Source: an optimization exercise on an open RTL-to-GDS flow (aim: small area, a short achievable clock period and few clock cycles). Production flows keep margins and buffers that such runs may drop.
Where RTL was checked, it was by simulation tests only, not by an equivalence proof against the original.
Power and IR drop assume default switching activity.

Setup of the reference run:
==> module bubble_sort, before the edit <==
module bubble_sort(
input clk,
input rst_n,
input [63:0] data,
input en,
output logic [7:0] data_o,
output logic [63:0] data_sort_o,
output logic wr_en,
output logic last
);
function automatic logic le8(input logic [7:0] x, input logic [7:0] y);
  logic [7:0] g, l;
  logic gt;
  g = x & ~y;
  l = ~x & y;
  gt = 1'b0;
  for (int i = 0; i < 8; i++) begin
    logic t;
    t = g[i];
    for (int j = i + 1; j < 8; j++) t = t & ~g[j] & ~l[j];
    gt = gt | t;
  end
  le8 = ~gt;
endfunction
logic [7:0] lo [4];      
logic [7:0] hi [4];      
logic [55:0] srt;        
logic [7:0] rem;         
logic [2:0] cnt;         
logic busy;              
logic [7:0] pa [4], pb [4];
logic [3:0] ple;
always_comb
  for (int i = 0; i < 4; i++) begin
    pa[i] = data[16*i +: 8];
    pb[i] = data[16*i+8 +: 8];
    ple[i] = le8(pa[i], pb[i]);
  end
logic c [4][4];          
logic [3:0] win;
always_comb begin
  for (int i = 0; i < 4; i++)
    for (int j = 0; j < 4; j++)
      c[i][j] = le8(lo[i], lo[j]);
  for (int i = 0; i < 4; i++) begin
    win[i] = busy;
    for (int j = 0; j < 4; j++)
      if (j > i) win[i] = win[i] & c[i][j];
      else if (j < i) win[i] = win[i] & ~c[j][i];
  end
end
logic [7:0] m, rem_nxt;
always_comb begin
  m = 8'd0;
  rem_nxt = 8'hff;
  for (int i = 0; i < 4; i++) begin
    m = m | (lo[i] & {8{win[i]}});
    rem_nxt = rem_nxt & hi[i] & (lo[i] | {8{win[i]}});
  end
end
always_ff @(posedge clk) begin
  for (int i = 0; i < 4; i++)
    if (last) begin
      lo[i] <= ple[i] ? pa[i] : pb[i];
      hi[i] <= ple[i] ? pb[i] : pa[i];
    end else if (win[i]) begin
      lo[i] <= hi[i];
      hi[i] <= 8'hff;
    end
  if (busy) srt <= {srt[47:0], m};
  if (busy && cnt == 3'd6) rem <= rem_nxt;
  cnt <= last ? 3'd0 : cnt + 3'd1;
end
always_ff @(posedge clk or negedge rst_n)
  if (!rst_n) begin
    wr_en <= 1'b0;
    last  <= 1'b1;
  end else begin
    wr_en <= busy;
    last  <= ~(en | (busy & (cnt != 3'd6)));
  end
assign busy = ~last;
assign data_o = srt[7:0];
assign data_sort_o = {srt, rem};
endmodule
==> flow/config.mk <==
export PLATFORM = sky130hd
export DESIGN_NAME = bubble_sort
export DESIGN_NICKNAME = bubble_sort
export VERILOG_FILES = /design/flow/design.v
export SDC_FILE = /design/flow/constraint.sdc
export NUM_CORES = 4
export LEC_CHECK = 0
export ABC_AREA = 1
export CAP_MARGIN = 20
export CORE_MARGIN = 2
export CORE_UTILIZATION = 60
export CTS_BUF_LIST = sky130_fd_sc_hd__clkbuf_8
export SETUP_SLACK_MARGIN = 2.7
export SLEW_MARGIN = 20
export TNS_END_PERCENT = 10
==> flow/constraint.sdc <==
create_clock -name core_clock -period 5.0 [get_ports {clk}]
set_input_delay 1.0000 -clock core_clock [delete_from_list [all_inputs] [get_ports {clk}]]
set_output_delay 1.0000 -clock core_clock [all_outputs]
set_load 0.01 [all_outputs]
standard.sh (not shown) runs the stock make flow with config.mk's settings and CLKGATE_MAP_FILE= SYNTH_SCRIPT=/design/flow/synth_recipe.tcl, a recipe that flattens the netlist after the stock synthesis.
==> flow/flow/run.sh <==
#!/bin/bash
set -euo pipefail
export BUFFER_PORTS_ARGS="-buffer_cell sky130_fd_sc_hd__buf_1"
export CTS_ARGS="-sink_clustering_enable -repair_clock_nets -dont_use_dummy_load -buf_list sky130_fd_sc_hd__clkbuf_8"
bash standard.sh > flow_standard.log 2>&1
--- input diff the reference run..the trial run ---
--- a/flow/design.v
+++ b/flow/design.v
@@ -26,5 +26,4 @@
 logic [7:0] hi [4];      
 logic [55:0] srt;        
-logic [7:0] rem;         
 logic [2:0] cnt;         
 logic busy;              
@@ -50,16 +49,16 @@
   end
 end
-logic [7:0] m, rem_nxt;
+logic [7:0] m, rem;
 always_comb begin
   m = 8'd0;
-  rem_nxt = 8'hff;
+  rem = 8'hff;
   for (int i = 0; i < 4; i++) begin
     m = m | (lo[i] & {8{win[i]}});
-    rem_nxt = rem_nxt & hi[i] & (lo[i] | {8{win[i]}});
+    rem = rem & lo[i];
   end
 end
 always_ff @(posedge clk) begin
   for (int i = 0; i < 4; i++)
-    if (last) begin
+    if (en) begin
       lo[i] <= ple[i] ? pa[i] : pb[i];
       hi[i] <= ple[i] ? pb[i] : pa[i];
@@ -69,6 +68,5 @@
     end
   if (busy) srt <= {srt[47:0], m};
-  if (busy && cnt == 3'd6) rem <= rem_nxt;
-  cnt <= last ? 3'd0 : cnt + 3'd1;
+  cnt <= en ? 3'd0 : cnt + 3'd1;
 end
 always_ff @(posedge clk or negedge rst_n)
[summary]
Number of storage elements in the synthesis netlist (lower): the trial run. Compared with the reference run, in the trial run number of resized instances in the post-cts repair step moved up, overflow left after global routing level, power decreased by 39% relative to the old numbers, cell area after layout decreased 4.3%. The trial run vs the reference run on layout overhead on the synthesized area: the trial run is the higher one. The trial run vs the reference run: total placed instance area down. In the trial run, final clock period utilization by the worst path is higher than in the reference run. Higher length of routed wiring on met1 among the reference run and the trial run: the reference run. Compared with the reference run, the trial run shows slew at the pin with the worst max-slew slack lower by 290 ps. Slowest library cell on the worst path = sky130_fd_sc_hd__edfxtp_1: the trial run; slowest library cell on the worst path = sky130_fd_sc_hd__dfstp_2: the reference run. Number of signal-net buffers in the layout was lower in the run labelled the reference run. The sum of routed wire length over all layers in the trial run is 0.895 times that in the reference run. Every run (the reference run and the trial run) finished clean.
Testbench counts of the trial run, summed over its fixed seeds: cycles 12,800.
No functional check of the RTL was part of the reference run.

* * *

The RTL this note starts from:
==> flow/design.v <==
module bubble_sort(
input clk,
input rst_n,
input [63:0] data,
input en,
output logic [7:0] data_o,
output logic [63:0] data_sort_o,
output logic wr_en,
output logic last
);
function automatic logic le8(input logic [7:0] x, input logic [7:0] y);
  logic [7:0] g, e;
  logic gt;
  g = x & ~y;
  e = ~(x ^ y);
  gt = 1'b0;
  for (int i = 0; i < 8; i++) begin
    logic t;
    t = g[i];
    for (int j = i + 1; j < 8; j++) t = t & e[j];
    gt = gt | t;
  end
  le8 = ~gt;
endfunction
logic [7:0] lo [4];      
logic [7:0] hi [4];      
logic [55:0] srt;        
logic [7:0] rem;         
logic [2:0] cnt;         
logic busy;
logic [7:0] pa [4], pb [4];
logic [3:0] ple;
always_comb
  for (int i = 0; i < 4; i++) begin
    pa[i] = data[16*i +: 8];
    pb[i] = data[16*i+8 +: 8];
    ple[i] = le8(pa[i], pb[i]);
  end
logic c [4][4];          
logic [3:0] win;
always_comb begin
  for (int i = 0; i < 4; i++)
    for (int j = 0; j < 4; j++)
      c[i][j] = le8(lo[i], lo[j]);
  for (int i = 0; i < 4; i++) begin
    win[i] = busy;
    for (int j = 0; j < 4; j++)
      if (j > i) win[i] = win[i] & c[i][j];
      else if (j < i) win[i] = win[i] & ~c[j][i];
  end
end
logic [7:0] m, rem_nxt;
always_comb begin
  m = 8'd0;
  rem_nxt = 8'hff;
  for (int i = 0; i < 4; i++) begin
    m = m | (lo[i] & {8{win[i]}});
    rem_nxt = rem_nxt & hi[i] & (lo[i] | {8{win[i]}});
  end
end
always_ff @(posedge clk) begin
  for (int i = 0; i < 4; i++)
    if (en) begin
      lo[i] <= ple[i] ? pa[i] : pb[i];
      hi[i] <= ple[i] ? pb[i] : pa[i];
    end else if (win[i]) begin
      lo[i] <= hi[i];
      hi[i] <= 8'hff;
    end
  if (busy) srt <= {srt[47:0], m};
  rem <= rem_nxt;
  cnt <= en ? 3'd0 : cnt + 3'd1;
end
always_ff @(posedge clk or negedge rst_n)
  if (!rst_n) begin
    busy  <= 1'b0;
    wr_en <= 1'b0;
    last  <= 1'b1;
  end else begin
    busy  <= en | (busy & (cnt != 3'd6));
    wr_en <= busy;
    last  <= ~(en | (busy & (cnt != 3'd6)));
  end
assign data_o = srt[7:0];
assign data_sort_o = {srt, rem};
endmodule
export LEC_CHECK = 0
export CAP_MARGIN = 20
export CORE_MARGIN = 2
export CORE_UTILIZATION = 40
export SETUP_SLACK_MARGIN = 2.4
export SLEW_MARGIN = 20
export TNS_END_PERCENT = 5
create_clock -name core_clock -period 5.0 [get_ports {clk}]
==> flow/flow/run.sh <==
#!/bin/bash
set -euo pipefail
export BUFFER_PORTS_ARGS="-buffer_cell sky130_fd_sc_hd__buf_1"
bash standard.sh > flow_standard.log 2>&1
Change:
--- a/flow/design.v
+++ b/flow/design.v
@@ -24,11 +24,10 @@
 endfunction
 logic [7:0] lo [4];      
 logic [7:0] hi [4];      
 logic [55:0] srt;        
-logic [7:0] rem;         
 logic [2:0] cnt;         
-logic busy;
+logic busy;              
 logic [7:0] pa [4], pb [4];
 logic [3:0] ple;
 always_comb
   for (int i = 0; i < 4; i++) begin
@@ -48,15 +47,15 @@
       if (j > i) win[i] = win[i] & c[i][j];
       else if (j < i) win[i] = win[i] & ~c[j][i];
   end
 end
-logic [7:0] m, rem_nxt;
+logic [7:0] m, rem;
 always_comb begin
   m = 8'd0;
-  rem_nxt = 8'hff;
+  rem = 8'hff;
   for (int i = 0; i < 4; i++) begin
     m = m | (lo[i] & {8{win[i]}});
-    rem_nxt = rem_nxt & hi[i] & (lo[i] | {8{win[i]}});
+    rem = rem & lo[i];
   end
 end
 always_ff @(posedge clk) begin
   for (int i = 0; i < 4; i++)
@@ -67,20 +66,18 @@
       lo[i] <= hi[i];
       hi[i] <= 8'hff;
     end
   if (busy) srt <= {srt[47:0], m};
-  rem <= rem_nxt;
   cnt <= en ? 3'd0 : cnt + 3'd1;
 end
 always_ff @(posedge clk or negedge rst_n)
   if (!rst_n) begin
-    busy  <= 1'b0;
     wr_en <= 1'b0;
     last  <= 1'b1;
   end else begin
-    busy  <= en | (busy & (cnt != 3'd6));
     wr_en <= busy;
     last  <= ~(en | (busy & (cnt != 3'd6)));
   end
+assign busy = ~last;
 assign data_o = srt[7:0];
 assign data_sort_o = {srt, rem};
 endmodule
=> The changed run finished clean. First-iteration DRC count rose by 18%. Clock-buffer cell count fell by 7. Combinational power rose by 48%. Cell area rose by 8.0%. Setup slack improved by 0.012 ns. Synthesized area rose by 9.1%. Flip-flop and latch count fell by 9. Power rose by 13%. Cell count rose by 8.7%. Sequential share of layout area fell by 5.3 points. Fmax rose by 0.45%. Global-route usage rose by 0.96 points.
Function was not checked in any run of this note: the RTL went through the layout flow alone.

[what the ideal ports hide]
In the flow no input, the clock included, has a driving cell. The finished layouts below were timed again as built, in two steps. Step 1 sets driving cells, clkbuf_16 on the clock port and buf_2 on the other inputs (assumed; they add their load-dependent delay and slew). Step 2, shift: input delay + t, output delay - t, t = (earliest + latest rising clock arrival at the registers) / 2. This alone moves slack from input paths to output paths. a / b / c = ideal ports / drivers / drivers and shift; a / b = the first two.
run	t (ns)	setup WS [ns]	clock arrival spread, ns	worst register clock-pin slew, ns
the reference run	0.481	2.659 / 2.620 / 2.262	0.026 / 0.026	0.07 / 0.07
the trial run	0.467	2.586 / 2.550 / 2.334	0.016 / 0.016	0.07 / 0.07
the first run of note 2	0.454	2.342 / 2.342 / 1.944	0.010 / 0.011	0.06 / 0.06
the second run of note 2	0.460	2.354 / 2.374 / 1.915	0.014 / 0.013	0.06 / 0.06
After both steps setup and hold are still met in every run listed. For the second run of note 2, which loses most, drivers alone change the setup slack by +0.020 ns; drivers and shift together by -0.439 ns.
